What follows belongs to an exercise in optimizing a design on an open flow for small area; a production flow would make more cautious choices.
RTL that was checked went through simulation tests only; none was proved equivalent to the original.
Function not checked in runs 1, 2 and 5 to 7: the RTL went through the layout flow alone.
Power is estimated from default activity; no workload was simulated.

File: flow/standard.sh
#!/bin/bash
# synth_recipe.tcl (not shown) runs the flow's synth.tcl, then flattens the netlist and writes it again
# the make line also repeats each setting of config.mk as NAME=value (left out here)
make -C /OpenROAD-flow-scripts/flow DESIGN_CONFIG=/design/flow/config.mk WORK_HOME=/design/flow/orfs CLKGATE_MAP_FILE= SYNTH_SCRIPT=/design/flow/synth_recipe.tcl "${@:-finish}"
File: flow/constraint.sdc
create_clock -name core_clock -period 5.0 [get_ports {clk}]
set_input_delay 1.0000 -clock core_clock [delete_from_list [all_inputs] [get_ports {clk}]]
set_output_delay 1.0000 -clock core_clock [all_outputs]
set_load 0.01 [all_outputs]
File: flow/config.mk
export PLATFORM = sky130hd
export DESIGN_NAME = jt34070
export DESIGN_NICKNAME = jt34070
export VERILOG_FILES = /design/flow/design.v
export SDC_FILE = /design/flow/constraint.sdc
export NUM_CORES = 4
export LEC_CHECK = 0
export CAP_MARGIN = 20
export CORE_MARGIN = 2
export CORE_UTILIZATION = 80
export CTS_BUF_LIST = sky130_fd_sc_hd__clkbuf_8
export CTS_CLUSTER_DIAMETER = 50
export CTS_CLUSTER_SIZE = 20
export GPL_TIMING_DRIVEN = 0
export SLEW_MARGIN = 20
export SYNTH_HIERARCHICAL = 1
File: flow/flow/run.sh
#!/bin/bash
set -euo pipefail
export BUFFER_PORTS_ARGS="-buffer_cell sky130_fd_sc_hd__buf_1"
export CTS_ARGS="-sink_clustering_enable -repair_clock_nets -sink_clustering_size 20 -sink_clustering_max_diameter 50 -buf_list sky130_fd_sc_hd__clkbuf_8 -dont_use_dummy_load"
RES=orfs/results/${FLOW_PLATFORM}/jt34070/base
bash standard.sh synth > make_synth.log 2>&1
cp $RES/1_2_yosys.v $RES/1_2_yosys.orig.v
python3 flow/downsize.py ${FLOW_HOME}/platforms/${FLOW_PLATFORM}/lib/sky130_fd_sc_hd__tt_025C_1v80.lib $RES/1_2_yosys.v > downsize.log 2>&1
touch $RES/1_2_yosys.v
bash standard.sh finish > make_finish.log 2>&1
File: flow/flow/downsize.py
#!/usr/bin/env python3
"""Swap each combinational cell of a synthesized netlist for the smallest-area
cell of the same family (same function and pins, other drive strength).
Registers and clock cells are left as synthesis made them.
usage: downsize.py LIBERTY NETLIST"""
import re
import sys

lib_path, net_path = sys.argv[1], sys.argv[2]
lib = open(lib_path).read()
cells = {}
for m in re.finditer(r'\n\s*cell\s*\(\s*"?(\w+)"?\s*\)\s*\{', lib):
    name = m.group(1)
    end = lib.find('\n    cell (', m.end())
    body = lib[m.end():end if end > 0 else len(lib)]
    area = float(re.search(r'area\s*:\s*([\d.]+)', body).group(1))
    pins = tuple(sorted(set(re.findall(r'\bpin\s*\(\s*"?(\w+)"?\s*\)', body))))
    seq = ' ff ' in body or 'ff (' in body or 'latch (' in body or 'statetable' in body
    cells[name] = (area, pins, seq)

keep = re.compile(r'__(clk|dly|tap|fill|decap|conb|probe|lpflow|diode|mux2i)')
fam = {}
for name, (area, pins, seq) in cells.items():
    m = re.match(r'(sky130_fd_sc_hd__\w+?)_(\d+)$', name)
    if m and not seq and not keep.search(name):
        fam.setdefault((m.group(1), pins), []).append((area, name))

def best(name):
    if name not in cells:
        return name
    area, pins, seq = cells[name]
    m = re.match(r'(sky130_fd_sc_hd__\w+?)_(\d+)$', name)
    if seq or not m or keep.search(name):
        return name
    cands = fam.get((m.group(1), pins), [])
    a, n = min(cands, default=(area, name))
    return n if a < area else name

net = open(net_path).read()
count = 0
def sub(m):
    global count
    new = best(m.group(2))
    if new != m.group(2):
        count += 1
    return m.group(1) + new + m.group(3)
net = re.sub(r'(^\s*)(sky130_fd_sc_hd__\w+)(\s)', sub, net, flags=re.M)
open(net_path, 'w').write(net)
print(f"downsized {count} cells")
File: flow/design.v
module jt34070_aoi222(
    input  a0, b0, a1, b1, a2, b2,
    output y
);
assign y = ~((a0 & b0) | (a1 & b1) | (a2 & b2));
endmodule
module jt34070_aoi31(
    input  a, b, c, rst,
    output y
);
assign y = ~((a & b & c) | rst);
endmodule
module jt34070_nor2(
    input  a, b,
    output y
);
assign y = ~(a | b);
endmodule
module jt34070_nand2(
    input  a, b,
    output y
);
assign y = ~(a & b);
endmodule
module jt34070_inv(
    input  a,
    output y
);
assign y = ~a;
endmodule
module jt34070_gate(
    input  a, rst,
    output y
);
assign y = a & ~rst;
endmodule
module jt34070_hold(
    input  en, en_n, d, q,
    output y
);
assign y = (en & d) | (en_n & q);
endmodule
module jt34070_rdout(
    input  [5:0] n,
    input        g,
    output       y
);
assign y = g & ~&n;
endmodule
module jt34070(
    input            rst,
    input            clk,
    input            cen,
    output reg       cen2d,      
    input            mode,
    input            dataen,
    input            dump,       
    output reg       xat,
    input      [3:0] din_a,      
    input      [3:0] din_b,      
    output reg [3:0] red,
    output reg [3:0] green,
    output reg [3:0] blue
);
reg  [223:0] pal;            
reg  [ 4:0] rdcnt;
reg  [ 7:0] dlatch;
reg         rdokl, phase;
wire        rdok, wr;
wire [ 7:0] wdata;           
wire [ 5:0] wdath;           
wire [31:0] wen, wen_n;
wire [ 3:0] wlo_n;           
wire [ 7:0] whi_n;
wire [ 3:0] amux, amux_n;
wire [ 3:0] plo_n, phi_n;    
wire [15:0] asel;
wire [13:0] rd_d;            
wire        g, e12;
wire        col_en, xat_en, dl_en;
wire        col_en_n, xat_en_n, dl_en_n;
wire [223:0] pal_nx;
wire [ 7:0] dl_nx;
wire [11:0] col_nx;
wire        xat_nx;
wire [ 4:0] cnt_nx;
assign rdok  = !mode && !dataen;
assign wr    = cen & rdok;
genvar gi, gj;
generate
    for( gi=0; gi<8; gi=gi+1 ) begin : wdl
        jt34070_gate u( .a( gi<4 ? din_b[gi%4] : din_a[gi%4] ), .rst(rst), .y(wdata[gi]) );
    end
    for( gi=0; gi<6; gi=gi+1 ) begin : wdh
        jt34070_gate u( .a( gi<4 ? din_b[gi%4] : din_a[gi-3] ), .rst(rst), .y(wdath[gi]) );
    end
endgenerate
generate
    for( gi=0; gi<4; gi=gi+1 ) begin : wlo
        jt34070_aoi31 u( .a(wr), .b(rdcnt[0]==gi[0]), .c(rdcnt[1]==gi[1]),
            .rst(rst), .y(wlo_n[gi]) );
    end
    for( gi=0; gi<8; gi=gi+1 ) begin : whi
        jt34070_aoi31 u( .a(rdcnt[2]==gi[0]), .b(rdcnt[3]==gi[1]), .c(rdcnt[4]==gi[2]),
            .rst(rst), .y(whi_n[gi]) );
    end
    for( gi=0; gi<32; gi=gi+1 ) begin : wdec
        jt34070_nor2 u( .a(wlo_n[gi%4]), .b(whi_n[gi/4]), .y(wen[gi]) );
        jt34070_inv  v( .a(wen[gi]), .y(wen_n[gi]) );
    end
endgenerate
generate
    for( gi=0; gi<16; gi=gi+1 ) begin : pent
        for( gj=0; gj<14; gj=gj+1 ) begin : pbit
            if( gj<8 ) begin : lo
                jt34070_hold u( .en(wen[2*gi+1]), .en_n(wen_n[2*gi+1]), .d(wdata[gj]),
                    .q(pal[14*gi+gj]), .y(pal_nx[14*gi+gj]) );
            end else begin : hi
                jt34070_hold u( .en(wen[2*gi]), .en_n(wen_n[2*gi]), .d(wdath[gj-8]),
                    .q(pal[14*gi+gj]), .y(pal_nx[14*gi+gj]) );
            end
        end
    end
endgenerate
always @(posedge clk) pal <= pal_nx;
assign amux   = phase ? dlatch[7:4] : dlatch[3:0];
assign amux_n = ~amux;
generate
    for( gi=0; gi<4; gi=gi+1 ) begin : rpre
        jt34070_nand2 ulo( .a(gi[0] ? amux[0] : amux_n[0]), .b(gi[1] ? amux[1] : amux_n[1]),
            .y(plo_n[gi]) );
        jt34070_nand2 uhi( .a(gi[0] ? amux[2] : amux_n[2]), .b(gi[1] ? amux[3] : amux_n[3]),
            .y(phi_n[gi]) );
    end
    for( gi=0; gi<16; gi=gi+1 ) begin : rdec
        jt34070_nor2 u( .a(plo_n[gi%4]), .b(phi_n[gi/4]), .y(asel[gi]) );
    end
endgenerate
assign g = dataen & ~rst;
generate
    for( gi=0; gi<14; gi=gi+1 ) begin : rd_bit
        wire [5:0] n;  
        for( gj=0; gj<5; gj=gj+1 ) begin : rd_grp
            jt34070_aoi222 u_aoi(
                .a0( asel[3*gj  ] ), .b0( pal[14*(3*gj  )+gi] ),
                .a1( asel[3*gj+1] ), .b1( pal[14*(3*gj+1)+gi] ),
                .a2( asel[3*gj+2] ), .b2( pal[14*(3*gj+2)+gi] ),
                .y ( n[gj] )
            );
        end
        jt34070_nand2 u_last( .a(asel[15]), .b(pal[14*15+gi]), .y(n[5]) );
        if( gi==12 ) begin : rep
            assign e12 = ~&n;
        end
        jt34070_rdout u_out( .n(n), .g(g), .y(rd_d[gi]) );
    end
endgenerate
assign col_en = rst | ( cen & ~(dataen & e12) );
assign xat_en = rst | ( cen & dataen );
assign dl_en  = rst | ( cen & phase );
jt34070_inv u_col_n( .a(col_en), .y(col_en_n) );
jt34070_inv u_xat_n( .a(xat_en), .y(xat_en_n) );
jt34070_inv u_dl_n ( .a(dl_en ), .y(dl_en_n ) );
generate
    for( gi=0; gi<12; gi=gi+1 ) begin : col
        jt34070_hold u( .en(col_en), .en_n(col_en_n), .d(rd_d[gi]),
            .q( gi<4 ? blue[gi%4] : gi<8 ? green[gi%4] : red[gi%4] ), .y(col_nx[gi]) );
    end
    for( gi=0; gi<8; gi=gi+1 ) begin : dl
        jt34070_hold u( .en(dl_en), .en_n(dl_en_n), .d(wdata[gi]), .q(dlatch[gi]), .y(dl_nx[gi]) );
    end
endgenerate
jt34070_hold u_xat( .en(xat_en), .en_n(xat_en_n), .d(rd_d[13]), .q(xat), .y(xat_nx) );
assign cnt_nx = rdokl ? rdcnt+5'd1 : 5'd1;
always @(posedge clk) begin
    cen2d <= ~phase & cen;
    { red, green, blue } <= col_nx;
    xat    <= xat_nx;
    dlatch <= dl_nx;
end
always @(posedge clk) begin
    if( rst ) begin
        rdcnt <= 0;
        rdokl <= 0;
        phase <= 0;
    end else if(cen) begin
        rdokl <= rdok;
        phase <= ~phase;
        if( rdok ) rdcnt <= cnt_nx;
    end
end
endmodule
==> out/metrics.cfg, run 1 <==
[timing]
holdWs_ns = 0.4788
rsz0062_at_grt = no
min_period_over_period_pct = 86.12
finalHoldViolations = 0
finalCriticalPeriod_ns = 4.306
max-slew-margin-rel_pct = 17.23
finClkSkew_ns = 0.03366
drv_slew = 0
max_freq_ghz = 0.2322
fin_setup_tns_ns = 0
worstMarginPinSlew_ns = 1.236
finalSetupViolations = 0

[place]
post-dp-hpwl_mm = 16.47
placed_cells = 951
port_buffers = 26
routabilityCongestion = 0.9575

[outcome]
run_status = finished clean

[flow_run]
drv_cap = 0

[setup_path]
path_max_fanout = 14
cp.arrival_ns = 4.69
start_kind = register
path_delay_family = compound AO/OA/AOI/OAI gates
cp.required_ns = 5.39
critPathKind = reg2reg
critical_path.endpoint_type = register
path_cells = clkbuf_1 -> mux2i_1 -> inv_1 -> nand2_1 -> nor2_1 -> a222oi_1 -> and4_1 -> nand3_1 -> a21oi_2 -> inv_1 -> a22o_1
critical_path_buf_inv_count = 3
critPathSlowestCell = a21oi_2
crit_top_cell = inv_1
max_stage_delay_ns = 0.70

[clock_network]
cts_sinks = 253
cts_setup_buffers = 0
cts_hold_buf = 0
clk_latency_ns = 0.52
cts_buffers = 17
clk_pin_slew_ns = 0.10
clock_path_buffers = 3
root_buffer = clkbuf_8
cts-htree-levels = 1
cts_resized = 0
cts_tree = yes

[pwr]
total_power_w = 0.003768
power_leakage_nw = 3.886
clkPwrFrac_pct = 23.6
pwr-share-seq_pct = 62.7
p_switching_w = 0.001020
p_sw_share_pct = 27.08
combPwrFrac_pct = 13.7
p_int_w = 0.002747
p_per_area_nw_per_um2 = 394.8
ir_worst_vdd_mv = 0.3300

[final_layout]
layout_common_cells = dfxtp_1 (253), a22o_1 (245), a222oi_1 (70)
nNetsFinal = 846
synthToLayoutAreaGrowth_pct = 6.403
n_fill_cell = 529
n_antenna_cell = 0
final_common_cell = dfxtp_1
finish.utilization_pct = 87.66
final_cells = 969
drive_gt1_share_pct = 5.187

[grt]
grt_start_max_net_pins = 35
overflow = 0
grt_pass1_wl_mm = 37.78
grt_pass1_vias = 7226
antenna_found_initial = 0
groute.usage.overall_pct = 40.60

[drt]
drt_iter0_drc = 1362
wire_per_inst_um = 26.08
ant_nets = 0
drt-total-wl_mm = 25.27
vias_per_cell = 8.070
num_vias = 7820
drcViolationCount = 0
first_pass_iters = 9

[die]
io_pins = 28
core_um2 = 10890
initial_core_util_pct = 82.38
die_area_um2 = 12080
die_w_um = 109.9
placementRows = 38
die_y_um = 109.9

[logic_synthesis]
synth_area_um2 = 8970
syn_avg_cell_area_um2 = 11.43
synth_warnings = 7
syn-num-nets = 800
syn_inst = 785

[hold_path]
hold_path_class = reg2reg

cell type report:
class	count	area, um^2	area share, %
Timing Repair Buffer	27	106.4	1.114
Multi-Input combinational cell	485	3787	39.68
Sequential cell	253	5065	53.07
Inverter	45	168.9	1.770
Buffer	2	7.507	0.07866
Tap cell	140	175.2	1.835
Clock buffer	17	234.0	2.451
per-stage QoR:
step / instance area (um^2) / setup slack, ns
after detailed placement: 9279 / 0.5887
after floorplan: 8970 / 1.951
after global placement: 9243 / 0.5911
after CTS: 9513 / 0.5414
final: 9544 / 0.6939
after global routing: 9544 / 0.6611
registers in the layout, summed over array words and instances, names as in the netlist:
name / cells
rdcnt: 5
blue: 4
red: 4
pal: 224
phase: 1
cen2d: 1
green: 4
dlatch: 8
rdokl: 1
xat: 1
power by group through the flow:
stage,clock network [W],registers (W),logic (W)
CTS,0.000881,0.00235,0.000491
detailed placement,0,0.00239,0.000487
floorplan,0,0.00236,0.000346
finish,0.000890,0.00236,0.000517
global placement,0,0.00238,0.000456
global route,0.000950,0.00238,0.000541
worst paths after layout:
check                               from        to  slack (ns)  cells after the start
worst max-delay path               phase   blue[1]        0.69                     11
worst max register to register     phase   blue[1]        0.69                     11
worst min register to register  pal[108]  pal[108]        0.48                      1
worst min-delay path            pal[108]  pal[108]        0.48                      1
routing by layer:
metal / vias up / track usage, % / wire length, um
met5: - / 0 / 0
met4: 0 / 18.44 / 1328
met3: 143 / 6.995 / 3240
met2: 682 / 65.43 / 11550
met1: 3721 / 53.54 / 9155
li1: 3274 / - / -
==> inputs of run 2 (changes only) <==
--- a/flow/design.v
+++ b/flow/design.v
@@ -6,7 +6,7 @@
 endmodule
-module jt34070_aoi31(
-    input  a, b, c, rst,
+module jt34070_nand3(
+    input  a, b, c,
     output y
 );
-assign y = ~((a & b & c) | rst);
+assign y = ~(a & b & c);
 endmodule
@@ -24,26 +24,14 @@
 endmodule
-module jt34070_inv(
-    input  a,
+module jt34070_hold(
+    input  en, hold, d, q,
     output y
 );
-assign y = ~a;
+assign y = (en & d) | (hold & q);
 endmodule
-module jt34070_gate(
-    input  a, rst,
-    output y
-);
-assign y = a & ~rst;
-endmodule
-module jt34070_hold(
-    input  en, en_n, d, q,
-    output y
-);
-assign y = (en & d) | (en_n & q);
-endmodule
-module jt34070_rdout(
+module jt34070_colbit(
     input  [5:0] n,
-    input        g,
+    input        en, hold, q,
     output       y
 );
-assign y = g & ~&n;
+assign y = (en & ~&n) | (hold & q);
 endmodule
@@ -71,3 +59,3 @@
 wire [ 5:0] wdath;           
-wire [31:0] wen, wen_n;
+wire [31:0] wen, whold;
 wire [ 3:0] wlo_n;           
@@ -77,6 +65,5 @@
 wire [15:0] asel;
-wire [13:0] rd_d;            
-wire        g, e12;
-wire        col_en, xat_en, dl_en;
-wire        col_en_n, xat_en_n, dl_en_n;
+wire [13:0] rd_n0;           
+wire        e12;
+wire        col_en, col_hold, xat_en, xat_hold, dl_en, dl_hold;
 wire [223:0] pal_nx;
@@ -87,20 +74,13 @@
 assign rdok  = !mode && !dataen;
-assign wr    = cen & rdok;
+assign wr    = cen & rdok & ~rst;
+assign wdata = { din_a, din_b };
+assign wdath = { din_a[2:1], din_b };
 genvar gi, gj;
 generate
-    for( gi=0; gi<8; gi=gi+1 ) begin : wdl
-        jt34070_gate u( .a( gi<4 ? din_b[gi%4] : din_a[gi%4] ), .rst(rst), .y(wdata[gi]) );
-    end
-    for( gi=0; gi<6; gi=gi+1 ) begin : wdh
-        jt34070_gate u( .a( gi<4 ? din_b[gi%4] : din_a[gi-3] ), .rst(rst), .y(wdath[gi]) );
-    end
-endgenerate
-generate
     for( gi=0; gi<4; gi=gi+1 ) begin : wlo
-        jt34070_aoi31 u( .a(wr), .b(rdcnt[0]==gi[0]), .c(rdcnt[1]==gi[1]),
-            .rst(rst), .y(wlo_n[gi]) );
+        jt34070_nand3 u( .a(wr), .b(rdcnt[0]==gi[0]), .c(rdcnt[1]==gi[1]), .y(wlo_n[gi]) );
     end
     for( gi=0; gi<8; gi=gi+1 ) begin : whi
-        jt34070_aoi31 u( .a(rdcnt[2]==gi[0]), .b(rdcnt[3]==gi[1]), .c(rdcnt[4]==gi[2]),
-            .rst(rst), .y(whi_n[gi]) );
+        jt34070_nand3 u( .a(rdcnt[2]==gi[0]), .b(rdcnt[3]==gi[1]), .c(rdcnt[4]==gi[2]),
+            .y(whi_n[gi]) );
     end
@@ -108,3 +88,3 @@
         jt34070_nor2 u( .a(wlo_n[gi%4]), .b(whi_n[gi/4]), .y(wen[gi]) );
-        jt34070_inv  v( .a(wen[gi]), .y(wen_n[gi]) );
+        jt34070_nor2 v( .a(wen[gi]), .b(rst), .y(whold[gi]) );
     end
@@ -115,6 +95,6 @@
             if( gj<8 ) begin : lo
-                jt34070_hold u( .en(wen[2*gi+1]), .en_n(wen_n[2*gi+1]), .d(wdata[gj]),
+                jt34070_hold u( .en(wen[2*gi+1]), .hold(whold[2*gi+1]), .d(wdata[gj]),
                     .q(pal[14*gi+gj]), .y(pal_nx[14*gi+gj]) );
             end else begin : hi
-                jt34070_hold u( .en(wen[2*gi]), .en_n(wen_n[2*gi]), .d(wdath[gj-8]),
+                jt34070_hold u( .en(wen[2*gi]), .hold(whold[2*gi]), .d(wdath[gj-8]),
                     .q(pal[14*gi+gj]), .y(pal_nx[14*gi+gj]) );
@@ -138,3 +118,8 @@
 endgenerate
-assign g = dataen & ~rst;
+assign col_en   = ~rst & cen & dataen & ~e12;
+assign col_hold = ~rst & ( ~cen | (dataen & e12) );
+assign xat_en   = ~rst & cen & dataen;
+assign xat_hold = ~rst & ~( cen & dataen );
+assign dl_en    = ~rst & cen & phase;
+assign dl_hold  = ~rst & ~( cen & phase );
 generate
@@ -151,2 +136,6 @@
         jt34070_nand2 u_last( .a(asel[15]), .b(pal[14*15+gi]), .y(n[5]) );
+        if( gi<12 ) begin : col
+            jt34070_colbit u( .n(n), .en(col_en), .hold(col_hold),
+                .q( gi<4 ? blue[gi%4] : gi<8 ? green[gi%4] : red[gi%4] ), .y(col_nx[gi]) );
+        end
         if( gi==12 ) begin : rep
@@ -154,21 +143,10 @@
         end
-        jt34070_rdout u_out( .n(n), .g(g), .y(rd_d[gi]) );
+        if( gi==13 ) begin : xa
+            jt34070_colbit u( .n(n), .en(xat_en), .hold(xat_hold), .q(xat), .y(xat_nx) );
+        end
+    end
+    for( gi=0; gi<8; gi=gi+1 ) begin : dl
+        jt34070_hold u( .en(dl_en), .hold(dl_hold), .d(wdata[gi]), .q(dlatch[gi]), .y(dl_nx[gi]) );
     end
 endgenerate
-assign col_en = rst | ( cen & ~(dataen & e12) );
-assign xat_en = rst | ( cen & dataen );
-assign dl_en  = rst | ( cen & phase );
-jt34070_inv u_col_n( .a(col_en), .y(col_en_n) );
-jt34070_inv u_xat_n( .a(xat_en), .y(xat_en_n) );
-jt34070_inv u_dl_n ( .a(dl_en ), .y(dl_en_n ) );
-generate
-    for( gi=0; gi<12; gi=gi+1 ) begin : col
-        jt34070_hold u( .en(col_en), .en_n(col_en_n), .d(rd_d[gi]),
-            .q( gi<4 ? blue[gi%4] : gi<8 ? green[gi%4] : red[gi%4] ), .y(col_nx[gi]) );
-    end
-    for( gi=0; gi<8; gi=gi+1 ) begin : dl
-        jt34070_hold u( .en(dl_en), .en_n(dl_en_n), .d(wdata[gi]), .q(dlatch[gi]), .y(dl_nx[gi]) );
-    end
-endgenerate
-jt34070_hold u_xat( .en(xat_en), .en_n(xat_en_n), .d(rd_d[13]), .q(xat), .y(xat_nx) );
 assign cnt_nx = rdokl ? rdcnt+5'd1 : 5'd1;
==> run 2 against run 1 <==
Compared with the run above: synthesized cell count is 1.4% lower; wire length decreased by 0.23%; register-to-register slack gained 0.43 ns; core utilization down 0.54 points; sequential power is 14% lower; clock power shrank 1%; design area shrank 1.0%; area after synthesis shrank 0.91%; critical path depth did not move; highest routed layer unchanged; clock-buffer cell count unchanged.
==> out/metrics.cfg, run 2 <==
[outcome]
run_status = finished clean

[final_layout]
synthToLayoutAreaGrowth_pct = 6.250
top_register = pal
multi_input_area_um2 = 3781
layout_common_cells = dfxtp_1 (253), a22o_1 (232), nor2_1 (82)
nNetsFinal = 836
top_regs = pal (224), dlatch (8), rdcnt (5)
n_fill_cell = 546
final-seq-area_um2 = 5065
largest_register_ffs = 224
finish.utilization_pct = 87.12
n_antenna_cell = 0
final_common_cell = dfxtp_1
drive_gt1_share_pct = 3.663

[setup_path]
cp.required_ns = 5.42
start_kind = register
critPathCapture = blue[1]
path_max_fanout = 16
r2r_end = blue[1]
reg2reg_depth = 11
r2r_slack_ns = 1.13
cp.arrival_ns = 4.29
crit_start = phase
critical_path.endpoint_type = register
critPathKind = reg2reg
r2r_start = phase

[pwr]
p_switching_w = 0.0007007
p_int_w = 0.002357
p_per_area_nw_per_um2 = 323.8
clkPwrFrac_pct = 28.8
power_leakage_nw = 3.318
ir_worst_vdd_mv = 0.2763
pwr-share-seq_pct = 66.3
combPwrFrac_pct = 4.9
p_sw_share_pct = 22.91

[clock_network]
cts_tree = yes
cts_setup_buffers = 0
cts_sinks = 253
root_buffer = clkbuf_8
cts_hold_buf = 0
cts_buffers = 17
cts-htree-levels = 1
cts_resized = 0
clk_pin_slew_ns = 0.11
clk_latency_ns = 0.51
clock_path_buffers = 3

[timing]
drv_slew = 0
min_period_over_period_pct = 77.43
rsz0062_at_grt = no
finalSetupViolations = 0
finClkSkew_ns = 0.06787
finalHoldViolations = 0
max-slew-margin-rel_pct = 22.83
finalCriticalPeriod_ns = 3.871
fin_setup_tns_ns = 0
worstMarginPinSlew_ns = 1.153
max_freq_ghz = 0.2583

[grt]
grt_pass1_vias = 7145
groute.usage.overall_pct = 40.94
overflow = 0
grt_start_max_net_pins = 35
antenna_found_initial = 0
grt_pass1_wl_mm = 38.05

[place]
port_buffers = 25
routabilityCongestion = 0.8782
post-dp-hpwl_mm = 16.12

[drt]
first_pass_iters = 7
ant_nets = 0
drt-total-wl_mm = 25.21
wl_met3_mm = 3.235
wl_met2_mm = 11.44
drcViolationCount = 0
num_vias = 7738
vias_per_cell = 8.069
drt_iter0_drc = 1504
wire_per_inst_um = 26.29
top_layer = met4
drt-met1-wl_mm = 9.619

[hold_path]
whs_path_depth = 1
hold_path_class = reg2reg

[die]
core_um2 = 10840
die_w_um = 109.4
die_area_um2 = 11970
initial_core_util_pct = 81.99
die_y_um = 109.4
io_pins = 28
placementRows = 38

[logic_synthesis]
synth_area_um2 = 8889
syn-num-nets = 789
syn_avg_cell_area_um2 = 11.48
synth_warnings = 7
syn_inst = 774

[flow_run]
drv_cap = 0

-- run 2: layer usage --
layer / track usage (%) / vias to the layer above
li1: - / 3296
met1: 56.55 / 3677
met2: 64.59 / 676
met3: 6.995 / 89
met4: 16.00 / 0
met5: 0 / -
-- run 2: worst min path at each step --
stage / startpoint / to / slack, ns
floorplan: pal[0] / pal[0] / 0.44
global placement: pal[49] / pal[49] / 0.45
detailed placement: pal[117] / pal[117] / 0.45
CTS: pal[100] / pal[100] / 0.48
global route: pal[57] / pal[57] / 0.50
finish: pal[100] / pal[100] / 0.48
-- run 2: worst max-delay path, stage by stage, from the launching register on --
cell and delay, ns:
dfxtp_1 0.32, clkbuf_1 0.39, mux2i_1 0.33, nand2_1 0.18, nor2_1 0.84, a222oi_1 0.41, nand4_1 0.20, o21ai_0 0.12
a21oi_2 0.45, buf_8 0.23, a21oi_1 0.09, a41oi_1 0.21
-- run 2: layout make-up --
cell class | instances | area share (%)
timing repair buffer | 28 | 1.484
inverter | 9 | 0.3577
tap | 140 | 1.855
buffer | 4 | 0.1590
clock buffer | 17 | 2.477
sequential | 253 | 53.63
multi-input combinational | 508 | 40.04
-- run 2: power groups by stage --
stage / logic (W) / registers (W) / clock network [W]
5_1_grt: 0.000157 / 0.00203 / 0.000945
2_1_floorplan: 0.0000678 / 0.00207 / 0
3_5_place_dp: 0.000142 / 0.00207 / 0
3_3_place_gp: 0.000132 / 0.00207 / 0
4_1_cts: 0.000143 / 0.00203 / 0.000879
6_report: 0.000151 / 0.00203 / 0.000880
-- run 2: stage by stage --
stage / power [W] / instance area [um^2] / instances / worst slack (ns) / hold slack [ns]
finish: 0.003058 / 9444 / 959 / 1.129 / 0.4826
floorplan: 0.002140 / 8889 / 774 / 1.782 / 0.4383
global placement: 0.002204 / 9158 / 939 / 0.4970 / 0.4507
CTS: 0.003048 / 9442 / 959 / 1.313 / 0.4821
detailed placement: 0.002214 / 9208 / 942 / 1.072 / 0.4522
global route: 0.003130 / 9444 / 959 / 0.9166 / 0.4988
==> inputs of run 3 (changes only) <==
--- a/flow/design.v
+++ b/flow/design.v
@@ -29,2 +29,8 @@
 assign y = (en & d) | (hold & q);
+endmodule
+module jt34070_inv(
+    input  a,
+    output y
+);
+assign y = ~a;
 endmodule
@@ -35,3 +41,13 @@
 );
-assign y = (en & ~&n) | (hold & q);
+wire x0, x1, y_n;
+jt34070_nand3  u_x0( .a(n[0]), .b(n[1]), .c(n[2]), .y(x0) );
+jt34070_nand3  u_x1( .a(n[3]), .b(n[4]), .c(n[5]), .y(x1) );
+jt34070_aoi222 u_ao( .a0(en), .b0(x0), .a1(en), .b1(x1), .a2(hold), .b2(q), .y(y_n) );
+jt34070_inv    u_y ( .a(y_n), .y(y) );
+endmodule
+module jt34070_cnt0(
+    input  one, en, f, hold, q,
+    output y
+);
+assign y = one | (en & f) | (hold & q);
 endmodule
@@ -53,3 +69,3 @@
 reg  [223:0] pal;            
-reg  [ 4:0] rdcnt;
+reg  [ 4:0] ldst;            
 reg  [ 7:0] dlatch;
@@ -72,3 +88,4 @@
 wire        xat_nx;
-wire [ 4:0] cnt_nx;
+wire [ 4:0] ldst_nx;
+wire        ld_fb, wr_inc, wr_one, ld_hold;
 assign rdok  = !mode && !dataen;
@@ -77,2 +94,13 @@
 assign wdath = { din_a[2:1], din_b };
+function [4:0] ld_state;
+    input integer k;
+    integer i;
+    reg [4:0] s;
+    begin
+        s = 5'd0;
+        for( i=0; i<k; i=i+1 )
+            s = { s[3:0], s[4] ^ s[2] ^ (s[3:0]==4'd0) };
+        ld_state = s;
+    end
+endfunction
 genvar gi, gj;
@@ -80,6 +108,6 @@
     for( gi=0; gi<4; gi=gi+1 ) begin : wlo
-        jt34070_nand3 u( .a(wr), .b(rdcnt[0]==gi[0]), .c(rdcnt[1]==gi[1]), .y(wlo_n[gi]) );
+        jt34070_nand3 u( .a(wr), .b(ldst[0]==gi[0]), .c(ldst[1]==gi[1]), .y(wlo_n[gi]) );
     end
     for( gi=0; gi<8; gi=gi+1 ) begin : whi
-        jt34070_nand3 u( .a(rdcnt[2]==gi[0]), .b(rdcnt[3]==gi[1]), .c(rdcnt[4]==gi[2]),
+        jt34070_nand3 u( .a(ldst[2]==gi[0]), .b(ldst[3]==gi[1]), .c(ldst[4]==gi[2]),
             .y(whi_n[gi]) );
@@ -87,3 +115,4 @@
     for( gi=0; gi<32; gi=gi+1 ) begin : wdec
-        jt34070_nor2 u( .a(wlo_n[gi%4]), .b(whi_n[gi/4]), .y(wen[gi]) );
+        localparam [4:0] S = ld_state(gi);
+        jt34070_nor2 u( .a(wlo_n[S[1:0]]), .b(whi_n[S[4:2]]), .y(wen[gi]) );
         jt34070_nor2 v( .a(wen[gi]), .b(rst), .y(whold[gi]) );
@@ -151,3 +180,14 @@
 endgenerate
-assign cnt_nx = rdokl ? rdcnt+5'd1 : 5'd1;
+assign wr_inc  = wr & rdokl;
+assign wr_one  = wr & ~rdokl;
+assign ld_hold = ~( wr | rst );
+assign ld_fb   = ldst[4] ^ ldst[2] ^ ( ldst[3:0]==4'd0 );
+jt34070_cnt0 u_cnt0( .one(wr_one), .en(wr_inc), .f(ld_fb), .hold(ld_hold), .q(ldst[0]),
+    .y(ldst_nx[0]) );
+generate
+    for( gi=1; gi<5; gi=gi+1 ) begin : cnt
+        jt34070_hold u( .en(wr_inc), .hold(ld_hold), .d(ldst[gi-1]), .q(ldst[gi]),
+            .y(ldst_nx[gi]) );
+    end
+endgenerate
 always @(posedge clk) begin
@@ -157,2 +197,3 @@
     dlatch <= dl_nx;
+    ldst   <= ldst_nx;
 end
@@ -160,3 +201,2 @@
     if( rst ) begin
-        rdcnt <= 0;
         rdokl <= 0;
@@ -166,3 +206,2 @@
         phase <= ~phase;
-        if( rdok ) rdcnt <= cnt_nx;
     end
==> run 3 against run 2 <==
Compared with the run above: sequential power is essentially flat; sequential cell count is the same; design area shrank 0.76%; critical path depth shrank 5; area after synthesis shrank 0.65%; clock skew shrank 0.036 ns; wire length shrank 1.4%; core utilization shrank 0.28 points; largest cell class unchanged; sequential share of layout area grew 0.41 points; global-route usage grew 0.20 points.
==> out/metrics.cfg, run 3 <==
[outcome]
run_status = finished clean

[drt]
num_vias = 7660
drcViolationCount = 0
first_pass_iters = 9
vias_per_cell = 8.046
wire_per_inst_um = 26.11
drt-total-wl_mm = 24.86
drt_iter0_drc = 1522
ant_nets = 0

[logic_synthesis]
yosysMostFrequentCell = dfxtp_1
ys.flop_type = dfxtp_1
synthTopCellsByCount = dfxtp_1 (253), a22o_1 (236), nor2_1 (84)
yosysSeqAreaShare_pct = 57.24
syn-num-nets = 781
syn_inst = 767
ys_seq_elements = 253
synth_edf_count = 0
yosys-stat-area_um2 = 8848
synth.top_cell.area_share_pct = 57.24
yosys-top-cells-area = dfxtp_1 (57%), a22o_1 (23%), a222oi_1 (9.4%), nor2_1 (3.6%), nand3_1 (2.2%)
synth_warnings = 7
ys_types = 24
synth_area_um2 = 8831
synthArstFlopShare_pct = 0
yosys.area.top_type = dfxtp_1
syn_avg_cell_area_um2 = 11.51

[clock_network]
cts_resized = 0
clk_latency_ns = 0.52
cts_buffers = 17
cts_tree = yes
cts_hold_buf = 0
root_buffer = clkbuf_8
cts_sinks = 253
clk_pin_slew_ns = 0.12
cts-htree-levels = 1
clock_path_buffers = 3
cts_setup_buffers = 0

[die]
core_um2 = 10790
die_area_um2 = 11900
placementRows = 38
io_pins = 28
die_w_um = 109.1
die_y_um = 109.1
initial_core_util_pct = 81.82

[timing]
finalCriticalPeriod_ns = 4.104
max-slew-margin-rel_pct = 16.86
worst_slack_ns = 0.8964
min_period_over_period_pct = 82.07
finalHoldViolations = 0
worstMarginPinSlew_ns = 1.242
finalSetupViolations = 0
drv_slew = 0
finClkSkew_ns = 0.03211
fin_setup_tns_ns = 0
max_freq_ghz = 0.2437
rsz0062_at_grt = no

[setup_path]
critical_path.endpoint_type = register
path_max_fanout = 39
path_cells = buf_2 -> nor4b_1 -> nand3_1 -> nor2_1 -> nor2_1 -> a22o_1
critPathSlowestCell = nor4b_1
cp.depth = 6
crit_top_cell = nor2_1
start_kind = primary input
critPathKind = in2reg
max_stage_delay_ns = 1.05
critical_path_buf_inv_count = 1
path_delay_family = simple AND/OR/NAND/NOR gates
reg2reg_depth = 10
cp.required_ns = 5.43
cp.arrival_ns = 4.53

[place]
pre_cts_slack_ns = 0.5898
port_buffers = 25
post-dp-hpwl_mm = 15.77
routabilityCongestion = 0.9171

[final_layout]
drive_gt1_share_pct = 3.818
nNetsFinal = 828
largest_register_ffs = 224
layout_common_cells = dfxtp_1 (253), a22o_1 (236), nor2_1 (83), a222oi_1 (83), nand3_1 (39)
n_antenna_cell = 0
final_common_cell = dfxtp_1
synthToLayoutAreaGrowth_pct = 6.135
top_regs = pal (224), dlatch (8), ldst (5)
top_register = pal

[pwr]
power_leakage_nw = 3.621
ir_worst_vdd_mv = 0.3163
p_per_area_nw_per_um2 = 328.0

[hold_path]
hold_path_class = reg2reg
whs_path_depth = 1

[flow_run]
drv_cap = 0

[grt]
grt_start_max_net_pins = 40
groute.usage.overall_pct = 41.14
antenna_found_initial = 0
overflow = 0
grt_pass1_wl_mm = 37.98
grt_pass1_vias = 7274

-- run 3: changes by cell type in the layout (fill, tap and decap cells not counted), moves of 3 or more --
cell	delta
and4_1	-13
buf_4	+3
inv_1	+16
a41oi_1	-13
a21oi_1	-18
a22o_1	+4
nand3_1	+24
a222oi_1	+13
nand2_1	-15
-- run 3: power breakdown --
part | total [W] | leakage [nW] | switching [W] | internal (W)
clock network | 0.000904 | 0.122 | 0.000595 | 0.000309
logic | 0.000143 | 1.46 | 0.000119 | 0.0000245
registers | 0.00203 | 2.04 | 0.00000485 | 0.00202
total | 0.00307 | 3.62 | 0.000719 | 0.00236
-- run 3: kinds of logic after synthesis --
group / share of synthesized area [%]
buffers and inverters: 1.174
multiplexers: 0.4525
flip-flops: 57.24
AND/OR/NAND/NOR: 7.692
XOR/XNOR: 0.09900
AO/OA/AOI/OAI: 33.34
-- run 3: worst paths after layout --
| path | start | to | slack (ns) |
|---|---|---|---|
| worst max-delay path | rst | pal[126] | 0.90 |
| worst min-delay path | pal[96] | pal[96] | 0.48 |
| worst max register to register | phase | blue[2] | 1.26 |
| worst min register to register | pal[96] | pal[96] | 0.48 |
-- run 3: layout make-up --
cell class / count / area, um^2
clock buffer: 17 / 234.0
buffer: 2 / 7.507
inverter: 25 / 93.84
multi-input combinational: 487 / 3672
sequential: 253 / 5065
tap: 140 / 175.2
fill: 571 / 1420
timing repair buffer: 28 / 125.1
-- run 3: per-layer routing --
metal  wire (um)  share of wire (%)  up-vias  track usage (%)
li1            -                  -     3270                -
met1        9352                 38     3664            54.86
met2       11430                 46      622            64.60
met3        2992                 12      104            7.770
met4        1079                4.3        0            19.87
met5           0                  0        -                0
-- run 3: through the flow --
step	utilization, %	total power, W	hold slack, ns	instances	instance area (um^2)
after floorplan	-	0.002137	0.4383	767	8831
final	86.84	0.003074	0.4807	952	9373
after global placement	84.31	0.002200	0.4507	932	9100
after CTS	86.68	0.003052	0.4772	950	9355
after global routing	86.84	0.003140	0.4940	952	9373
after detailed placement	84.51	0.002209	0.4521	933	9121
-- run 3: Yosys stat by module (local to each module, per instance), excerpt --
module          times used  cell area (um^2)
jt34070                  1              5319
jt34070_aoi222          83             10.01
jt34070_nand2           22             3.754
jt34070_cnt0             1             10.01
jt34070_nor2            80             3.754
jt34070_hold           236             8.758
jt34070_nand3           38             5.005
==> inputs of run 4 (changes only) <==
--- a/flow/flow/run.sh
+++ b/flow/flow/run.sh
@@ -3,3 +3,3 @@
 export BUFFER_PORTS_ARGS="-buffer_cell sky130_fd_sc_hd__buf_1"
-export CTS_ARGS="-sink_clustering_enable -repair_clock_nets -sink_clustering_size 20 -sink_clustering_max_diameter 50 -buf_list sky130_fd_sc_hd__clkbuf_8 -dont_use_dummy_load"
+export CTS_ARGS="-sink_clustering_enable -repair_clock_nets -sink_clustering_size 36 -sink_clustering_max_diameter 60 -buf_list sky130_fd_sc_hd__clkbuf_16 -dont_use_dummy_load"
 RES=orfs/results/${FLOW_PLATFORM}/jt34070/base
==> run 4 against run 3 <==
Compared with the run above: core utilization rose by 0.77 points; clock-buffer cell count decreased by 4; largest cell class unchanged; worst setup slack better by 0.43 ns; cell count fell by 0.63%; critical endpoint is now green[0].
==> out/metrics.cfg, run 4 <==
[outcome]
run_status = finished clean

[final_layout]
final_common_cell = dfxtp_1
fin_area_um2 = 9455
largest_register_ffs = 224
top_register = pal
n_antenna_cell = 0
layout_common_cells = dfxtp_1 (253), a22o_1 (236), nor2_1 (83), a222oi_1 (83), nand3_1 (39)
top_regs = pal (224), dlatch (8), ldst (5)
nNetsFinal = 822
synthToLayoutAreaGrowth_pct = 7.070
drive_gt1_share_pct = 3.226

[timing]
rsz0062_at_grt = no
finalCriticalPeriod_ns = 3.678
finalSetupViolations = 0
min_period_over_period_pct = 73.56
drv_slew = 0
max-slew-margin-rel_pct = 24.25
worstMarginPinSlew_ns = 1.132
finClkSkew_ns = 0.06407
finalHoldViolations = 0
max_freq_ghz = 0.2719
fin_setup_tns_ns = 0

[pwr]
ir_worst_vdd_mv = 0.3713
power_leakage_nw = 3.649
p_per_area_nw_per_um2 = 341.5

[grt]
grt_pass1_vias = 7148
grt_pass1_wl_mm = 38.05
overflow = 0
antenna_found_initial = 0
grt_start_max_net_pins = 40
groute.usage.overall_pct = 41.10

[clock_network]
clk_latency_ns = 0.49
cts_setup_buffers = 0
clock_path_buffers = 3
cts_sinks = 253
clk_pin_slew_ns = 0.09
cts_buffers = 13
cts_hold_buf = 0
cts-htree-levels = 1
root_buffer = clkbuf_16
cts_resized = 0
cts_tree = yes

[logic_synthesis]
synthArstFlopShare_pct = 0
syn-num-nets = 781
yosys.area.top_type = dfxtp_1
syn_avg_cell_area_um2 = 11.51
synthTopCellsByCount = dfxtp_1 (253), a22o_1 (236), nor2_1 (84)
yosysSeqAreaShare_pct = 57.24
ys_types = 24
synth_edf_count = 0
synth_area_um2 = 8831
synth_warnings = 7
synth.top_cell.area_share_pct = 57.24
ys_seq_elements = 253
yosys-stat-area_um2 = 8848
yosys-top-cells-area = dfxtp_1 (57%), a22o_1 (23%), a222oi_1 (9.4%), nor2_1 (3.6%), nand3_1 (2.2%)
syn_inst = 767
yosysMostFrequentCell = dfxtp_1
ys.flop_type = dfxtp_1

[drt]
ant_nets = 0
drt-total-wl_mm = 24.82
wire_per_inst_um = 26.23
vias_per_cell = 8.027
first_pass_iters = 6
num_vias = 7594
drcViolationCount = 0
drt_iter0_drc = 1470

[die]
io_pins = 28
core_um2 = 10790
die_y_um = 109.1
placementRows = 38
initial_core_util_pct = 81.82
die_area_um2 = 11900
die_w_um = 109.1

[setup_path]
critical_path.endpoint_type = register
path_delay_family = simple AND/OR/NAND/NOR gates
path_max_fanout = 16
cp.arrival_ns = 4.02
cp.required_ns = 5.34
critPathKind = reg2reg
cp.depth = 10
start_kind = register
critical_path_buf_inv_count = 3
crit_top_cell = a222oi_1
reg2reg_depth = 10
max_stage_delay_ns = 0.89
critPathSlowestCell = nor2_1
path_cells = buf_1 -> mux2i_1 -> nand2_1 -> nor2_1 -> a222oi_1 -> nand4_1 -> nor3_2 -> buf_4 -> a222oi_1 -> inv_1

[flow_run]
drv_cap = 0

[hold_path]
whs_path_depth = 1
hold_path_class = reg2reg

[place]
post_dp_cell_area_um2 = 9121
port_buffers = 25
routabilityCongestion = 0.9171
post-dp-hpwl_mm = 15.77

run 4: cell types whose count changed in the layout (fill, tap and decap cells not counted):
cell / before / now
clkbuf_8: 17 / 0
nor4b_1: 2 / 1
buf_4: 3 / 1
clkbuf_16: 0 / 13
nor4b_2: 0 / 1
run 4: cell families after synthesis:
group	share of synthesized area, %
compound gates	33.34
xor+xnor	0.09900
buf+inv	1.174
flops	57.24
mux	0.4525
simple gates	7.692
run 4: modules after synthesis (local to each module, per instance), excerpt:
module	times used	cell area [um^2]
jt34070_nor2	80	3.754
jt34070_cnt0	1	10.01
jt34070_aoi222	83	10.01
jt34070	1	5319
jt34070_nand3	38	5.005
jt34070_inv	13	3.754
jt34070_hold	236	8.758
jt34070_nand2	22	3.754
run 4: layout make-up:
class,count,area (um^2)
well taps,140,175.2
repair buffers,26,110.1
fillers,531,1338
inverters,25,93.84
multi-input cells,487,3679
flip-flops and latches,253,5065
plain buffers,2,7.507
clock buffers,13,325.3
run 4: metrics by stage:
| stage | utilization [%] | hold slack (ns) | setup WS [ns] | power, W | instances |
|---|---|---|---|---|---|
| after floorplan | - | 0.4383 | 1.574 | 0.002137 | 767 |
| after global placement | 84.31 | 0.4507 | 0.3530 | 0.002200 | 932 |
| after detailed placement | 84.51 | 0.4521 | 0.5898 | 0.002209 | 933 |
| after CTS | 87.53 | 0.4722 | 1.070 | 0.003223 | 946 |
| after global routing | 87.61 | 0.4928 | 1.117 | 0.003295 | 946 |
| final | 87.61 | 0.4788 | 1.322 | 0.003229 | 946 |
run 4: worst paths after layout:
check,from,endpoint,slack [ns]
setup / recovery,phase,green[0],1.32
hold / removal,pal[59],pal[59],0.48
setup reg to reg,phase,green[0],1.32
hold reg to reg,pal[59],pal[59],0.48
run 4: layer usage:
metal / vias up / global-route usage (%) / wire (um)
met4: 0 / 17.03 / 1181
met3: 107 / 7.233 / 2982
li1: 3257 / - / -
met2: 596 / 66.77 / 11470
met1: 3634 / 54.38 / 9178
met5: - / 0 / 0
run 4: power breakdown:
part           switching (W)  leakage, nW  internal [W]
registers         0.00000483         2.04       0.00202
logic               0.000119         1.45     0.0000246
clock network       0.000590        0.160      0.000469
==> inputs of run 5 (changes only) <==
--- a/flow/design.v
+++ b/flow/design.v
@@ -45,2 +45,10 @@
 jt34070_aoi222 u_ao( .a0(en), .b0(x0), .a1(en), .b1(x1), .a2(hold), .b2(q), .y(y_n) );
+jt34070_inv    u_y ( .a(y_n), .y(y) );
+endmodule
+module jt34070_hold3(
+    input  ea, a, eb, b, hold, q,
+    output y
+);
+wire y_n;
+jt34070_aoi222 u_ao( .a0(ea), .b0(a), .a1(eb), .b1(b), .a2(hold), .b2(q), .y(y_n) );
 jt34070_inv    u_y ( .a(y_n), .y(y) );
@@ -70,3 +78,4 @@
 reg  [ 4:0] ldst;            
-reg  [ 7:0] dlatch;
+reg  [ 3:0] dlhi;            
+reg  [ 3:0] amux;            
 reg         rdokl, phase;
@@ -78,3 +87,3 @@
 wire [ 7:0] whi_n;
-wire [ 3:0] amux, amux_n;
+wire [ 3:0] amux_n;
 wire [ 3:0] plo_n, phi_n;    
@@ -84,4 +93,5 @@
 wire        col_en, col_hold, xat_en, xat_hold, dl_en, dl_hold;
+wire        am_ea, am_eb, am_hold;
 wire [223:0] pal_nx;
-wire [ 7:0] dl_nx;
+wire [ 3:0] dlhi_nx, amux_nx;
 wire [11:0] col_nx;
@@ -134,3 +144,2 @@
 always @(posedge clk) pal <= pal_nx;
-assign amux   = phase ? dlatch[7:4] : dlatch[3:0];
 assign amux_n = ~amux;
@@ -153,2 +162,5 @@
 assign dl_hold  = ~rst & ~( cen & phase );
+assign am_ea    = dl_en;
+assign am_eb    = ~rst & cen & ~phase;
+assign am_hold  = ~rst & ~cen;
 generate
@@ -176,4 +188,6 @@
     end
-    for( gi=0; gi<8; gi=gi+1 ) begin : dl
-        jt34070_hold u( .en(dl_en), .hold(dl_hold), .d(wdata[gi]), .q(dlatch[gi]), .y(dl_nx[gi]) );
+    for( gi=0; gi<4; gi=gi+1 ) begin : dl
+        jt34070_hold u( .en(dl_en), .hold(dl_hold), .d(din_a[gi]), .q(dlhi[gi]), .y(dlhi_nx[gi]) );
+        jt34070_hold3 v( .ea(am_ea), .a(din_b[gi]), .eb(am_eb), .b(dlhi[gi]), .hold(am_hold),
+            .q(amux[gi]), .y(amux_nx[gi]) );
     end
@@ -196,3 +210,4 @@
     xat    <= xat_nx;
-    dlatch <= dl_nx;
+    dlhi   <= dlhi_nx;
+    amux   <= amux_nx;
     ldst   <= ldst_nx;
--- a/flow/flow/run.sh
+++ b/flow/flow/run.sh
@@ -3,3 +3,3 @@
 export BUFFER_PORTS_ARGS="-buffer_cell sky130_fd_sc_hd__buf_1"
-export CTS_ARGS="-sink_clustering_enable -repair_clock_nets -sink_clustering_size 36 -sink_clustering_max_diameter 60 -buf_list sky130_fd_sc_hd__clkbuf_16 -dont_use_dummy_load"
+export CTS_ARGS="-sink_clustering_enable -repair_clock_nets -sink_clustering_size 20 -sink_clustering_max_diameter 50 -buf_list sky130_fd_sc_hd__clkbuf_8 -dont_use_dummy_load"
 RES=orfs/results/${FLOW_PLATFORM}/jt34070/base
==> run 5 against run 4 <==
Compared with the run above: largest power group unchanged; non-clock buffer count grew 1; still clean; critical path type is now in2reg; clock-buffer cell count increased by 4; power is 5.6% lower.
==> out/metrics.cfg, run 5 <==
[grt]
busiest_layer = met2
grt_pass1_wl_mm = 37.54
groute.usage.overall_pct = 40.50
antenna_found_initial = 0
met1_usage_pct = 55.57
use_met2_pct = 64.60
overflow = 0
grt_pass1_vias = 7101
grtUsageMet3_pct = 6.635
grt_start_max_net_pins = 34

[setup_path]
start_kind = primary input
path_max_fanout = 33
cp.required_ns = 5.40
critical_path.endpoint_type = register
r2r_slack_ns = 1.86
cp.arrival_ns = 4.61
reg2reg_depth = 9
critPathKind = in2reg

[final_layout]
top_regs = pal (224), ldst (5)
fin_area_um2 = 9355
n_fill_cell = 543
largest_register_ffs = 224
layout_common_cells = dfxtp_1 (253), a22o_1 (232), a222oi_1 (87)
drive_gt1_share_pct = 3.690
nNetsFinal = 829
synthToLayoutAreaGrowth_pct = 6.087
final_common_cell = dfxtp_1
n_antenna_cell = 0
top_register = pal

[logic_synthesis]
yosys-stat-area_um2 = 8838
syn_avg_cell_area_um2 = 11.47
synth-simple-area-share_pct = 7.800
synth_compound_area_share_pct = 33.42
synth_fa_ha_area_share_pct = 0
synthTopCellsByCount = dfxtp_1 (253), a22o_1 (232), a222oi_1 (87)
yosys-top-cells-area = dfxtp_1 (57%), a22o_1 (23%), a222oi_1 (9.9%), nor2_1 (3.6%), nand3_1 (2.2%)
syn-num-nets = 783
synth_edf_count = 0
synth_warnings = 7
synth.top_cell.area_share_pct = 57.30
synthArstFlopShare_pct = 0
synthMuxAreaShare_pct = 0
synth_top_family_by_area = compound AO/OA/AOI/OAI gates
ys_types = 24
ys_seq_elements = 253
yosysSeqAreaShare_pct = 57.30
yosysMostFrequentCell = dfxtp_1
synth_xor_area_share_pct = 0.09909
synth_area_um2 = 8818
syn_inst = 769
yosys.area.top_type = dfxtp_1
ys.flop_type = dfxtp_1

[clock_network]
cts-htree-levels = 1
cts_hold_buf = 0
clk_latency_ns = 0.51
clock_path_buffers = 3
cts_buffers = 17
cts_resized = 0
cts_sinks = 253
cts_tree = yes
root_buffer = clkbuf_8
cts_setup_buffers = 0
clk_pin_slew_ns = 0.10

[flow_run]
drv_cap = 0

[drt]
vias_per_cell = 7.911
drt-total-wl_mm = 24.38
ant_nets = 0
num_vias = 7539
wire_per_inst_um = 25.59
drcViolationCount = 0
first_pass_iters = 8
drt_iter0_drc = 1610

[pwr]
p_per_area_nw_per_um2 = 325.7
ir_worst_vdd_mv = 0.2865
total_power_w = 0.003047
power_leakage_nw = 3.607

[place]
post-dp-hpwl_mm = 15.63
port_buffers = 25
routabilityCongestion = 0.9581
post_dp_cell_area_um2 = 9109

[timing]
worstMarginPinSlew_ns = 1.251
finClkSkew_ns = 0.03126
rsz0062_at_grt = no
finalHoldViolations = 0
min_period_over_period_pct = 84.24
max_freq_ghz = 0.2374
fin_setup_tns_ns = 0
finalCriticalPeriod_ns = 4.212
finalSetupViolations = 0
max-slew-margin-rel_pct = 16.26
drv_slew = 0

[die]
die_area_um2 = 11880
io_pins = 28
placementRows = 38
die_y_um = 109.0
initial_core_util_pct = 81.71
core_um2 = 10790
die_w_um = 109.0

[outcome]
run_status = finished clean

[hold_path]
whs_path_depth = 1
hold_path_class = reg2reg

## run 5: power breakdown
group | switching (W) | total, W | internal, W
Combinational | 0.000113 | 0.000135 | 0.0000225
Sequential | 0.00000676 | 0.00203 | 0.00202
Clock | 0.000574 | 0.000883 | 0.000309
## run 5: routing by layer
metal  wire [um]  vias to the layer above  part of all wire (%)
met5           0                        -                     0
met4         966                        0                   4.0
met3        3094                      101                    13
met2       11100                      634                    46
met1        9225                     3540                    38
li1            -                     3264                     -
## run 5: kinds of logic after synthesis
family                    count (synthesis)
and+or+nand+nor                         158
buffers and inverters                    31
xor gates and xnor gates                  1
DFF                                     253
AOI/OAI and AO/OA                       326
## run 5: per-module statistics from Yosys (local to each module, per instance), a selection
| module | times used | cells | area, um^2 | flip-flops and latches |
|---|---|---|---|---|
| jt34070_nor2 | 80 | 1 | 3.754 | 0 |
| jt34070_aoi222 | 87 | 1 | 10.01 | 0 |
| jt34070_hold | 232 | 1 | 8.758 | 0 |
| jt34070_cnt0 | 1 | 1 | 10.01 | 0 |
| jt34070_nand2 | 22 | 1 | 3.754 | 0 |
| jt34070_nand3 | 38 | 1 | 5.005 | 0 |
| jt34070_inv | 17 | 1 | 3.754 | 0 |
## run 5: path summary, 6_finish.rpt
path	start	endpoint
setup reg to reg	amux[1]	green[0]
setup / recovery	rst	pal[113]
hold reg to reg	rdokl	rdokl
hold / removal	rdokl	rdokl
## run 5: worst max-delay path, cell delays in order
cell and delay (ns):
buf_2 0.31, buf_1 0.28, nor4b_1 0.95, nand3_1 0.59, nor2_1 0.80, nor2_1 0.36, a22o_1 0.30
## run 5: layout make-up
| type | instances | area [um^2] | share of cell area, % |
|---|---|---|---|
| sequential | 253 | 5065 | 54.14 |
| tap | 140 | 175.2 | 1.872 |
| multi-input combinational | 485 | 3647 | 38.99 |
| clock buffer | 17 | 234.0 | 2.501 |
| inverter | 29 | 108.9 | 1.164 |
| timing repair buffer | 27 | 117.6 | 1.257 |
| buffer | 2 | 7.507 | 0.08025 |
## run 5: through the flow
step / setup slack, ns / std cells / hold WS, ns / util, %
after floorplan: 1.833 / 769 / 0.4298 / -
after global placement: 0.3087 / 934 / 0.4409 / 84.20
after detailed placement: 0.4821 / 935 / 0.4528 / 84.40
after CTS: 0.9833 / 952 / 0.4789 / 86.56
after global routing: 0.7077 / 953 / 0.4899 / 86.68
final: 0.7881 / 953 / 0.4791 / 86.68
==> inputs of run 6 (changes only) <==
--- a/flow/flow/run.sh
+++ b/flow/flow/run.sh
@@ -3,3 +3,3 @@
 export BUFFER_PORTS_ARGS="-buffer_cell sky130_fd_sc_hd__buf_1"
-export CTS_ARGS="-sink_clustering_enable -repair_clock_nets -sink_clustering_size 20 -sink_clustering_max_diameter 50 -buf_list sky130_fd_sc_hd__clkbuf_8 -dont_use_dummy_load"
+export CTS_ARGS="-sink_clustering_enable -repair_clock_nets -sink_clustering_size 20 -sink_clustering_max_diameter 50 -buf_list sky130_fd_sc_hd__clkbuf_8 -root_buf sky130_fd_sc_hd__clkbuf_4 -tree_buf sky130_fd_sc_hd__clkbuf_4 -dont_use_dummy_load"
 RES=orfs/results/${FLOW_PLATFORM}/jt34070/base
==> run 6 against run 5 <==
Compared with the run above: clock skew decreased by 0.0011 ns; largest cell class unchanged; highest routed layer unchanged; via count increased by 0.54%; worst setup slack better by 0.11 ns; worst hold slack better by 0.0016 ns; power shrank 1.0%.
==> out/metrics.cfg, run 6 <==
[drt]
wl_met3_mm = 3.127
wl_met2_mm = 11.08
drt-met1-wl_mm = 9.221
drcViolationCount = 0
vias_per_cell = 7.954
top_layer = met4
ant_nets = 0
wire_per_inst_um = 25.52
drt_iter0_drc = 1629
first_pass_iters = 9
num_vias = 7580
drt-total-wl_mm = 24.32

[setup_path]
cp.required_ns = 5.50
critical_path_buf_inv_count = 2
r2r_slack_ns = 1.89
r2r_end = green[0]
path_cells = buf_2 -> buf_1 -> nor4b_1 -> nand3_1 -> nor2_1 -> nor2_1 -> a22o_1
crit_top_cell = nor2_1
r2r_start = amux[1]
path_delay_family = simple AND/OR/NAND/NOR gates
critPathCapture = pal[113]
crit_start = rst
max_stage_delay_ns = 0.95
start_kind = primary input
critical_path.endpoint_type = register
cp.arrival_ns = 4.60
path_max_fanout = 33
critPathSlowestCell = nor4b_1
cp.depth = 7
critPathKind = in2reg
reg2reg_depth = 9

[clock_network]
clk_latency_ns = 0.62
cts-htree-levels = 1
cts_setup_buffers = 0
cts_buffers = 17
cts_sinks = 253
clk_pin_slew_ns = 0.10
cts_tree = yes
cts_resized = 0
cts_hold_buf = 0
clock_path_buffers = 3
root_buffer = clkbuf_4

[grt]
groute.usage.overall_pct = 40.44
grt_pass1_vias = 7078
grt_start_max_net_pins = 34
antenna_found_initial = 0
overflow = 0
grt_pass1_wl_mm = 37.47

[place]
port_buffers = 25
post-dp-hpwl_mm = 15.63
routabilityCongestion = 0.9581
placed_cells = 935

[logic_synthesis]
synthTopCellsByCount = dfxtp_1 (253), a22o_1 (232), a222oi_1 (87)
yosys-stat-area_um2 = 8838
ys.flop_type = dfxtp_1
synthArstFlopShare_pct = 0
ys_seq_elements = 253
synth_edf_count = 0
yosys-top-cells-area = dfxtp_1 (57%), a22o_1 (23%), a222oi_1 (9.9%), nor2_1 (3.6%), nand3_1 (2.2%)
yosysSeqAreaShare_pct = 57.30
syn_inst = 769
synth_warnings = 7
syn_avg_cell_area_um2 = 11.47
synth_area_um2 = 8818
synth.top_cell.area_share_pct = 57.30
syn-num-nets = 783
yosysMostFrequentCell = dfxtp_1
ys_types = 24
yosys.area.top_type = dfxtp_1

[final_layout]
layout_common_cells = dfxtp_1 (253), a22o_1 (232), a222oi_1 (87)
top_regs = pal (224), ldst (5)
finish.utilization_pct = 86.51
n_antenna_cell = 0
final_common_cell = dfxtp_1
top_register = pal
drive_gt1_share_pct = 3.690
n_fill_cell = 550
nNetsFinal = 829
largest_register_ffs = 224
synthToLayoutAreaGrowth_pct = 5.874
final_cells = 953

[timing]
finalSetupViolations = 0
min_period_over_period_pct = 82.13
max-slew-margin-rel_pct = 17.00
finalHoldViolations = 0
finClkSkew_ns = 0.03021
rsz0062_at_grt = no
max_freq_ghz = 0.2435
drv_slew = 0
worstMarginPinSlew_ns = 1.240
fin_setup_tns_ns = 0
finalCriticalPeriod_ns = 4.107

[die]
die_w_um = 109.0
die_y_um = 109.0
core_um2 = 10790
die_area_um2 = 11880
io_pins = 28
initial_core_util_pct = 81.71
placementRows = 38

[flow_run]
drv_cap = 0

[pwr]
p_per_area_nw_per_um2 = 323.1
ir_worst_vdd_mv = 0.2918
power_leakage_nw = 3.599

[outcome]
run_status = finished clean

[hold_path]
hold_path_class = reg2reg

run 6: cell counts after synthesis:
Identical to the previous run, type by type.
run 6: cell type report:
class | count | area [um^2] | area share (%)
flip-flops and latches | 253 | 5065 | 54.25
multi-input cells | 485 | 3647 | 39.06
clock buffers | 17 | 215.2 | 2.305
well taps | 140 | 175.2 | 1.876
repair buffers | 27 | 117.6 | 1.260
inverters | 29 | 108.9 | 1.166
plain buffers | 2 | 7.507 | 0.08041
run 6: through the flow:
stage | total power [W] | hold WS [ns] | instance area [um^2] | setup slack (ns)
after floorplan | 0.002133 | 0.4298 | 8818 | 1.833
after global placement | 0.002193 | 0.4409 | 9087 | 0.3087
after detailed placement | 0.002202 | 0.4528 | 9109 | 0.4821
after CTS | 0.003004 | 0.4792 | 9324 | 1.088
after global routing | 0.003078 | 0.4901 | 9336 | 0.8082
final | 0.003016 | 0.4806 | 9336 | 0.8934
run 6: cell families (layout without fill, tap and decap cells):
kind of cell           count (synthesis)  after routing  share of synthesized area, %
AO/OA/AOI/OAI                        326            326                         33.42
XOR/XNOR                               1              1                       0.09911
buffers and inverters                 31             75                         1.373
flip-flops                           253            253                         57.30
AND/OR/NAND/NOR                      158            158                         7.800
run 6: how the worst min path moves through the flow:
| stage | startpoint | endpoint | slack, ns | cells after the start |
|---|---|---|---|---|
| 2_1_floorplan | phase | cen2d | 0.43 | 1 |
| 3_3_place_gp | rdokl | rdokl | 0.44 | 1 |
| 3_5_place_dp | pal[141] | pal[141] | 0.45 | 1 |
| 4_1_cts | rdokl | rdokl | 0.48 | 1 |
| 5_1_grt | rdokl | rdokl | 0.49 | 1 |
| 6_report | pal[34] | pal[34] | 0.48 | 1 |
run 6: metal layers:
metal  GRT usage [%]  up-vias
li1                -     3265
met1           55.34     3577
met2           64.15      628
met3           7.352      110
met4           15.48        0
met5               0        -
run 6: where the power goes:
group | internal [W] | switching, W | leakage, nW
registers | 0.00202 | 0.00000672 | 2.04
clock network | 0.000279 | 0.000573 | 0.114
logic | 0.0000225 | 0.000113 | 1.45
total | 0.00232 | 0.000693 | 3.60
run 6: per-module statistics from Yosys (local to each module, per instance), a selection:
module | cells | copies in the design
jt34070 | 292 | 1
jt34070_aoi222 | 1 | 87
jt34070_cnt0 | 1 | 1
jt34070_hold | 1 | 232
jt34070_nand3 | 1 | 38
jt34070_inv | 1 | 17
jt34070_nand2 | 1 | 22
jt34070_nor2 | 1 | 80
==> inputs of run 7 (changes only) <==
--- a/flow/flow/run.sh
+++ b/flow/flow/run.sh
@@ -3,3 +3,3 @@
 export BUFFER_PORTS_ARGS="-buffer_cell sky130_fd_sc_hd__buf_1"
-export CTS_ARGS="-sink_clustering_enable -repair_clock_nets -sink_clustering_size 20 -sink_clustering_max_diameter 50 -buf_list sky130_fd_sc_hd__clkbuf_8 -root_buf sky130_fd_sc_hd__clkbuf_4 -tree_buf sky130_fd_sc_hd__clkbuf_4 -dont_use_dummy_load"
+export CTS_ARGS="-sink_clustering_enable -repair_clock_nets -sink_clustering_size 22 -sink_clustering_max_diameter 40 -buf_list sky130_fd_sc_hd__clkbuf_8 -dont_use_dummy_load"
 RES=orfs/results/${FLOW_PLATFORM}/jt34070/base
==> run 7 against run 6 <==
Compared with the run above: critical path depth is the same; worst setup slack got worse by 0.097 ns; critical endpoint is now pal[146]; first-iteration DRC count up 8.3%.
==> out/metrics.cfg, run 7 <==
[setup_path]
path_cells = buf_2 -> buf_1 -> nor4b_1 -> nand3_1 -> nor2_1 -> nor2_1 -> a22o_1
cp.required_ns = 5.42
critPathSlowestCell = nor4b_1
critPathKind = in2reg
path_max_fanout = 33
r2r_slack_ns = 2.04
critical_path.endpoint_type = register
max_stage_delay_ns = 0.93
cp.arrival_ns = 4.62
reg2reg_depth = 9
r2r_end = green[1]
r2r_start = amux[0]
start_kind = primary input
crit_top_cell = nor2_1

[logic_synthesis]
yosys-top-cells-area = dfxtp_1 (57%), a22o_1 (23%), a222oi_1 (9.9%), nor2_1 (3.6%), nand3_1 (2.2%)
synthArstFlopShare_pct = 0
synth_warnings = 7
synth_area_um2 = 8818
syn_avg_cell_area_um2 = 11.47
synthTopCellsByCount = dfxtp_1 (253), a22o_1 (232), a222oi_1 (87)
yosys.area.top_type = dfxtp_1
synth.top_cell.area_share_pct = 57.30
ys_types = 24
ys_seq_elements = 253
syn-num-nets = 783
yosysMostFrequentCell = dfxtp_1
yosys-stat-area_um2 = 8838
ys.flop_type = dfxtp_1
syn_inst = 769
synth_edf_count = 0
yosysSeqAreaShare_pct = 57.30

[final_layout]
finish.utilization_pct = 88.11
n_fill_cell = 512
final_common_cell = dfxtp_1
layout_common_cells = dfxtp_1 (253), a22o_1 (232), a222oi_1 (87)
top_regs = pal (224), ldst (5)
synthToLayoutAreaGrowth_pct = 7.832
nNetsFinal = 841
drive_gt1_share_pct = 4.848
top_register = pal
largest_register_ffs = 224
n_antenna_cell = 0

[timing]
max_freq_ghz = 0.2379
finalSetupViolations = 0
min_period_over_period_pct = 84.07
drv_slew = 0
finalCriticalPeriod_ns = 4.203
fin_setup_tns_ns = 0
worstMarginPinSlew_ns = 1.215
max-slew-margin-rel_pct = 18.72
finClkSkew_ns = 0.05835
finalHoldViolations = 0
rsz0062_at_grt = no

[hold_path]
hold_end = pal[141]
min_from = pal[141]
hold_path_class = reg2reg
whs_path_depth = 1

[grt]
grt_start_max_net_pins = 34
grt_pass1_wl_mm = 38.54
groute.usage.overall_pct = 41.76
overflow = 0
antenna_found_initial = 0
grt_pass1_vias = 7275

[drt]
drcViolationCount = 0
vias_per_cell = 7.977
ant_nets = 0
num_vias = 7698
drt-total-wl_mm = 25.07
drt_iter0_drc = 1764
wire_per_inst_um = 25.98
first_pass_iters = 8

[clock_network]
cts_sinks = 253
cts_setup_buffers = 0
cts_tree = yes
clock_path_buffers = 3
clk_latency_ns = 0.56
cts_buffers = 28
cts_resized = 0
cts_hold_buf = 0
cts-htree-levels = 1
clk_pin_slew_ns = 0.06
root_buffer = clkbuf_8

[flow_run]
drv_cap = 0

[die]
die_w_um = 109.0
io_pins = 28
die_y_um = 109.0
die_area_um2 = 11880
initial_core_util_pct = 81.71
core_um2 = 10790
placementRows = 38

[pwr]
power_leakage_nw = 3.692
ir_worst_vdd_mv = 0.3050
p_per_area_nw_per_um2 = 346.3

[place]
post-dp-hpwl_mm = 15.63
port_buffers = 25
routabilityCongestion = 0.9581

[outcome]
run_status = finished clean

-- run 7: cell counts after synthesis --
No cell type changed its count.
-- run 7: worst max-delay path: cells and delay by family --
| kind | cells | cell delay (ns) |
|---|---|---|
| AND/OR/NAND/NOR | 4 | 2.71 |
| buffers and inverters | 2 | 0.60 |
| AO/OA/AOI/OAI | 1 | 0.32 |
-- run 7: worst max path at each step --
stage                to  from  slack, ns  cells past startpoint
2_1_floorplan    pal[0]   cen       1.83                      6
3_3_place_gp   pal[126]   rst       0.31                      7
3_5_place_dp   pal[113]   rst       0.48                      7
4_1_cts        pal[146]   rst       1.00                      7
5_1_grt        pal[189]   rst       0.69                      7
6_report       pal[146]   rst       0.80                      7
-- run 7: per-module statistics from Yosys, one instance, submodules excluded, a selection --
module	cell area, um^2	times used	flops+latches	cells inside
jt34070	5289	1	253	292
jt34070_aoi222	10.01	87	0	1
jt34070_cnt0	10.01	1	0	1
jt34070_hold	8.758	232	0	1
jt34070_nand3	5.005	38	0	1
jt34070_inv	3.754	17	0	1
jt34070_nand2	3.754	22	0	1
jt34070_nor2	3.754	80	0	1
-- run 7: layer usage --
| metal | global-route usage [%] | routed length, um | up-vias |
|---|---|---|---|
| met5 | 0 | 0 | - |
| met4 | 16.39 | 1031 | 0 |
| met3 | 9.623 | 3328 | 107 |
| met2 | 66.19 | 11340 | 667 |
| met1 | 55.69 | 9368 | 3640 |
| li1 | - | - | 3284 |
-- run 7: layout make-up --
cell class                      instances  area, um^2  area share (%)
Sequential cell                       253        5065           53.26
Multi-Input combinational cell        485        3642           38.30
Clock buffer                           28       385.4           4.053
Tap cell                              140       175.2           1.842
Timing Repair Buffer                   28       125.1           1.316
Inverter                               29       108.9           1.145
Buffer                                  2       7.507         0.07895
-- run 7: power by group --
group | switching, W | internal (W) | total, W
Clock | 0.000632 | 0.000495 | 0.00113
Combinational | 0.000113 | 0.0000226 | 0.000136
Sequential | 0.00000688 | 0.00202 | 0.00203
-- run 7: cell families after synthesis --
logic type	Yosys count	synth area share, %
AOI/OAI and AO/OA	326	33.42
xor gates and xnor gates	1	0.09911
buffers and inverters	31	1.373
DFF	253	57.30
and+or+nand+nor	158	7.800
-- run 7: per-stage QoR --
stage	cell area, um^2	std cells	worst slack [ns]	power (W)	hold WS (ns)
final	9509	965	0.7965	0.003293	0.4720
after global routing	9509	965	0.6866	0.003364	0.4819
after CTS	9494	963	1.004	0.003280	0.4629
after detailed placement	9109	935	0.4821	0.002202	0.4528
after global placement	9087	934	0.3087	0.002193	0.4409
after floorplan	8818	769	1.833	0.002133	0.4298

Setup slack of run 7, layout unchanged: 0.797 ns with ideal ports, 0.811 ns with driving cells assumed (clock clkbuf_16, inputs buf_2), 0.241 ns with port delays also shifted by the 0.570 ns mid clock arrival.
